Source: an optimization exercise on an open RTL-to-GDS flow (aim: small area and a short achievable clock period). Production flows keep margins and buffers that such runs may drop. At most, simulation tests tie the RTL to the original design; equivalence was not proved. Power figures rest on the tool's default switching activity, not on a simulated workload.

==> module filter, before the edit <==
module filter
  #(
    parameter WIDTH = 32,
    parameter MWIDTH = 1,
    parameter FLTLEN = 8,
    parameter ID = 123
    )
   (
    input wire                   clk,
    input wire                   rst_n,
    input wire [WIDTH-1:0]       in_data,
    input wire                   in_nd,
    input wire [MWIDTH-1:0]      in_m,
    input wire [32-1:0]  in_msg,
    input wire                   in_msg_nd,
    output wire [WIDTH-1:0]      out_data,
    output wire                  out_nd,
    output wire [MWIDTH-1:0]     out_m,
    output wire                  error
    );
   integer j;
   reg [1:0] g;
   always @(posedge clk)
     if (!rst_n)
       g <= 2'd0;
     else
       g <= g + 2'd1;
   wire last = (g == 2'd3);
   reg [2:0]   which_pos;
   reg         setting_taps;
   reg         tap_set_error;
   assign error = tap_set_error;
   wire hdr    = in_msg[32-1];
   wire our_id = (in_msg[16:7] == ID);
   always @(posedge clk)
     if (!rst_n) begin
        setting_taps <= 1'b0;
        tap_set_error <= 1'b0;
     end else if (in_msg_nd) begin
        if (hdr) begin
           if (setting_taps)
             tap_set_error <= 1'b1;
           if (our_id) begin
              which_pos <= 3'd0;
              setting_taps <= 1'b1;
           end
        end else if (setting_taps) begin
           if (which_pos == 3'd7) begin
              which_pos <= 3'd0;
              setting_taps <= 1'b0;
           end else
             which_pos <= which_pos + 3'd1;
        end
     end
   reg [15:0]  tr [0:7];
   reg [7:0]   tv;
   wire [2:0]  wslot = which_pos - {g, 1'b0} - 3'd2;
   wire        twr = in_msg_nd & setting_taps;
   reg [15:0]  tr_d [0:7];
   reg [7:0]   tv_d;
   always @* begin
      for (j = 0; j < 8; j = j + 1) begin
         tr_d[j] = (twr && wslot == j) ? in_msg[15:0] : tr[(j+2)%8];
         tv_d[j] = rst_n & ((twr && wslot == j) | tv[(j+2)%8]);
      end
   end
   always @(posedge clk)
     for (j = 0; j < 8; j = j + 1)
       tr[j] <= tr_d[j];
   always @(posedge clk)
     tv <= tv_d;
   reg [31:0]  inbuf;
   reg         mbuf;
   reg         pending;
   always @(posedge clk)
     if (in_nd) begin
        inbuf <= in_data;
        mbuf <= in_m;
     end
   always @(posedge clk)
     if (!rst_n)
       pending <= 1'b0;
     else
       pending <= in_nd | (pending & ~last);
   wire ins = pending & last;
   reg [31:0]  hr [0:7];
   reg [7:0]   hv;
   always @(posedge clk)
     if (ins) begin
        hr[0] <= inbuf;
        for (j = 1; j < 8; j = j + 1)
          hr[j] <= hr[(j+1)%8];
     end else
       for (j = 0; j < 8; j = j + 1)
         hr[j] <= hr[(j+2)%8];
   wire [7:0]  hv_d = !rst_n ? 8'd0 :
                      ins ? ({hv[0], hv[7:1]} | 8'd1) : {hv[1:0], hv[7:2]};
   always @(posedge clk)
     hv <= hv_d;
   reg [6:0]   q;
   always @(posedge clk)
     if (!rst_n)
       q <= 7'd0;
     else
       q <= {q[5:0], ins};
   assign out_nd = q[6];
   reg mframe, mout;
   always @(posedge clk)
     if (last) begin
        mout <= mframe;
        if (pending)
          mframe <= mbuf;
     end
   assign out_m = mout;
   wire [15:0] ta_d = tr[2] & {16{tv[2] & hv_d[0]}};
   wire [15:0] tb_d = tr[3] & {16{tv[3] & hv_d[1]}};
   wire [23:0] da_d, db_d;
   recode rca (.y(ta_d), .d(da_d));
   recode rcb (.y(tb_d), .d(db_d));
   reg [23:0]  da, db;
   always @(posedge clk) begin
      da <= da_d;
      db <= db_d;
   end
   localparam K = 8;             
   localparam W = 14 - K;
   wire [15:0]  ra0, ra1, rb0, rb1, ia0, ia1, ib0, ib1;
   wire         rag, rbg, iag, ibg;
   wire [W-1:0] ral0, ral1, rbl0, rbl1, ial0, ial1, ibl0, ibl1;
   multiply mra (.x(hr[0][31:16]), .d(da), .z0(ra0), .z1(ra1), .zg(rag), .zl0(ral0), .zl1(ral1));
   multiply mrb (.x(hr[1][31:16]), .d(db), .z0(rb0), .z1(rb1), .zg(rbg), .zl0(rbl0), .zl1(rbl1));
   multiply mia (.x(hr[0][15:0]),  .d(da), .z0(ia0), .z1(ia1), .zg(iag), .zl0(ial0), .zl1(ial1));
   multiply mib (.x(hr[1][15:0]),  .d(db), .z0(ib0), .z1(ib1), .zg(ibg), .zl0(ibl0), .zl1(ibl1));
   reg [15:0]  pra0, pra1, prb0, prb1, pia0, pia1, pib0, pib1;
   reg         prag, prbg, piag, pibg;
   reg [W-1:0] pral0, pral1, prbl0, prbl1, pial0, pial1, pibl0, pibl1;
   always @(posedge clk) begin
      pra0 <= ra0; pra1 <= ra1; prag <= rag; pral0 <= ral0; pral1 <= ral1;
      prb0 <= rb0; prb1 <= rb1; prbg <= rbg; prbl0 <= rbl0; prbl1 <= rbl1;
      pia0 <= ia0; pia1 <= ia1; piag <= iag; pial0 <= ial0; pial1 <= ial1;
      pib0 <= ib0; pib1 <= ib1; pibg <= ibg; pibl0 <= ibl0; pibl1 <= ibl1;
   end
   wire [15:0] acc_re, acc_im;
   summult sre (.clk(clk), .first(q[1]),
                .a0(pra0), .a1(pra1), .ag(prag), .al0(pral0), .al1(pral1),
                .b0(prb0), .b1(prb1), .bg(prbg), .bl0(prbl0), .bl1(prbl1),
                .sum(acc_re));
   summult sim (.clk(clk), .first(q[1]),
                .a0(pia0), .a1(pia1), .ag(piag), .al0(pial0), .al1(pial1),
                .b0(pib0), .b1(pib1), .bg(pibg), .bl0(pibl0), .bl1(pibl1),
                .sum(acc_im));
   assign out_data = {acc_re, acc_im};
endmodule
==> flow/config.mk <==
export PLATFORM = sky130hd
export DESIGN_NAME = filter
export DESIGN_NICKNAME = filter
export VERILOG_FILES = /design/flow/design.v
export SDC_FILE = /design/flow/constraint.sdc
export NUM_CORES = 4
export LEC_CHECK = 0
export CAP_MARGIN = 20
export CORE_MARGIN = 2
export CORE_UTILIZATION = 40
export CTS_BUF_LIST = sky130_fd_sc_hd__clkbuf_8 sky130_fd_sc_hd__clkbuf_16
export CTS_CLUSTER_DIAMETER = 100
export CTS_CLUSTER_SIZE = 20
export SLEW_MARGIN = 20
==> flow/constraint.sdc <==
create_clock -name core_clock -period 10.0 [get_ports {clk}]
set_input_delay 2.0000 -clock core_clock [delete_from_list [all_inputs] [get_ports {clk}]]
set_output_delay 2.0000 -clock core_clock [all_outputs]
set_load 0.01 [all_outputs]
standard.sh (not shown) runs the stock make flow with config.mk's settings and CLKGATE_MAP_FILE= SYNTH_SCRIPT=/design/flow/synth_recipe.tcl, a recipe that flattens the netlist after the stock synthesis.
==> flow/flow/run.sh <==
#!/bin/bash
# The standard layout with two changes in how it is made:
#  - after the standard synthesis, flow/fapol.py chooses the polarity of each
#    full-adder cell so that fewer inverters are needed (registers and their
#    names are untouched; the netlist computes the same function);
#  - timing repair aims past the 10 ns constraint, and the ports are buffered
#    with buf_2 cells.
# Each step's output goes to a log file of its own here (and ORFS's own logs
# stay under orfs/logs/).
set -euo pipefail
R=orfs/results/sky130hd/filter/base
bash standard.sh synth > make_synth.log 2>&1
cp $R/1_2_yosys.v $R/1_2_yosys_std.v
python3 flow/fapol.py $R/1_2_yosys_std.v $R/1_2_yosys.v > fapol.log 2>&1
rm -f $R/1_synth.odb
bash standard.sh SETUP_SLACK_MARGIN=6.7 "BUFFER_PORTS_ARGS=-buffer_cell sky130_fd_sc_hd__buf_2" finish > make_finish.log 2>&1
Other scripts of this flow, unchanged in this note and not shown: flow/flow/fapol.py
==> next run, changes <==
--- a/flow/design.v
+++ b/flow/design.v
@@ -600,21 +600,25 @@
    always @(posedge clk)
      if (!rst_n)
        pending <= 1'b0;
      else
        pending <= in_nd | (pending & ~last);
-   wire ins = pending & last;
+   reg ins, ins_n;
+   wire ins_d = rst_n & (g == 2'd2) & (in_nd | pending);
+   always @(posedge clk) begin
+      ins <= ins_d;
+      ins_n <= ~ins_d;
+   end
    reg [31:0]  hr [0:7];
    reg [7:0]   hv;
-   always @(posedge clk)
-     if (ins) begin
-        hr[0] <= inbuf;
-        for (j = 1; j < 8; j = j + 1)
-          hr[j] <= hr[(j+1)%8];
-     end else
-       for (j = 0; j < 8; j = j + 1)
-         hr[j] <= hr[(j+2)%8];
+   always @(posedge clk) begin
+      hr[0] <= ins ? inbuf : hr[2];
+      for (j = 1; j < 4; j = j + 1)
+        hr[j] <= ins ? hr[j+1] : hr[j+2];
+      for (j = 4; j < 8; j = j + 1)
+        hr[j] <= !ins_n ? hr[(j+1)%8] : hr[(j+2)%8];
+   end
    wire [7:0]  hv_d = !rst_n ? 8'd0 :
                       ins ? ({hv[0], hv[7:1]} | 8'd1) : {hv[1:0], hv[7:2]};
    always @(posedge clk)
      hv <= hv_d;
    reg [6:0]   q;
@@ -622,10 +626,13 @@
      if (!rst_n)
        q <= 7'd0;
      else
        q <= {q[5:0], ins};
    assign out_nd = q[6];
+   reg first_n;
+   always @(posedge clk)
+     first_n <= ~(rst_n & q[0]);
    reg mframe, mout;
    always @(posedge clk)
      if (last) begin
         mout <= mframe;
         if (pending)
@@ -635,24 +642,26 @@
    wire [15:0] ta_d = tr[2] & {16{tv[2] & hv_d[0]}};
    wire [15:0] tb_d = tr[3] & {16{tv[3] & hv_d[1]}};
    wire [23:0] da_d, db_d;
    recode rca (.y(ta_d), .d(da_d));
    recode rcb (.y(tb_d), .d(db_d));
-   reg [23:0]  da, db;
+   reg [23:0]  da, db, da_n, db_n;
    always @(posedge clk) begin
       da <= da_d;
       db <= db_d;
+      da_n <= ~da_d;
+      db_n <= ~db_d;
    end
    localparam K = 8;             
    localparam W = 14 - K;
    wire [15:0]  ra0, ra1, rb0, rb1, ia0, ia1, ib0, ib1;
    wire         rag, rbg, iag, ibg;
    wire [W-1:0] ral0, ral1, rbl0, rbl1, ial0, ial1, ibl0, ibl1;
    multiply mra (.x(hr[0][31:16]), .d(da), .z0(ra0), .z1(ra1), .zg(rag), .zl0(ral0), .zl1(ral1));
    multiply mrb (.x(hr[1][31:16]), .d(db), .z0(rb0), .z1(rb1), .zg(rbg), .zl0(rbl0), .zl1(rbl1));
-   multiply mia (.x(hr[0][15:0]),  .d(da), .z0(ia0), .z1(ia1), .zg(iag), .zl0(ial0), .zl1(ial1));
-   multiply mib (.x(hr[1][15:0]),  .d(db), .z0(ib0), .z1(ib1), .zg(ibg), .zl0(ibl0), .zl1(ibl1));
+   multiply mia (.x(hr[0][15:0]),  .d(~da_n), .z0(ia0), .z1(ia1), .zg(iag), .zl0(ial0), .zl1(ial1));
+   multiply mib (.x(hr[1][15:0]),  .d(~db_n), .z0(ib0), .z1(ib1), .zg(ibg), .zl0(ibl0), .zl1(ibl1));
    reg [15:0]  pra0, pra1, prb0, prb1, pia0, pia1, pib0, pib1;
    reg         prag, prbg, piag, pibg;
    reg [W-1:0] pral0, pral1, prbl0, prbl1, pial0, pial1, pibl0, pibl1;
    always @(posedge clk) begin
       pra0 <= ra0; pra1 <= ra1; prag <= rag; pral0 <= ral0; pral1 <= ral1;
@@ -663,11 +672,11 @@
    wire [15:0] acc_re, acc_im;
    summult sre (.clk(clk), .first(q[1]),
                 .a0(pra0), .a1(pra1), .ag(prag), .al0(pral0), .al1(pral1),
                 .b0(prb0), .b1(prb1), .bg(prbg), .bl0(prbl0), .bl1(prbl1),
                 .sum(acc_re));
-   summult sim (.clk(clk), .first(q[1]),
+   summult sim (.clk(clk), .first(~first_n),
                 .a0(pia0), .a1(pia1), .ag(piag), .al0(pial0), .al1(pial1),
                 .b0(pib0), .b1(pib1), .bg(pibg), .bl0(pibl0), .bl1(pibl1),
                 .sum(acc_im));
    assign out_data = {acc_re, acc_im};
 endmodule
=>
- power grows by about 18%
- non-clock buffer count fell by 1
- worst setup slack loses 0.037 ns
- area after synthesis increases by 1.7%
- hold slack improved by 0.013 ns
- design area increases by 1.4%
- combinational power rose by 42%
- cell count shrinks by 5.9%
- count of clock-buffer cells in the layout came out higher by 3
- register-to-register slack loses 0.04 ns
For the second run of this note, only the layout was checked, not whether the RTL still works.

==> re-timing with driven ports <==
The results above use ideal ports. As a check the final layouts listed here were re-extracted and re-timed, cells and wires unchanged.
Step 1 (the two cells are an assumption about what drives the block):
set clk [get_ports {clk}]
set_driving_cell -lib_cell sky130_fd_sc_hd__clkbuf_16 $clk
set_driving_cell -lib_cell sky130_fd_sc_hd__buf_2 [delete_from_list [all_inputs] $clk]
Step 2 also shifts input and output timing later by t, the mid clock arrival at the registers, as if the neighbouring blocks saw the same clock.
Three values: ideal, step 1, step 2; two values: the first two.
| run | t (ns) | setup WS [ns] | clock arrival spread, ns | worst register clock-pin slew, ns | worst slew at a driven data input, ns |
|---|---|---|---|---|---|
| the first run | 0.721 | 6.764 / 6.714 / 6.320 | 0.038 / 0.038 | 0.09 / 0.09 | 0.07 |
| the second run | 0.736 | 6.727 / 6.679 / 6.243 | 0.027 / 0.027 | 0.09 / 0.09 | 0.05 |
After both steps setup and hold are still met in every run listed. For the second run, which loses most, drivers alone change the setup slack by -0.048 ns; drivers and shift together by -0.484 ns.
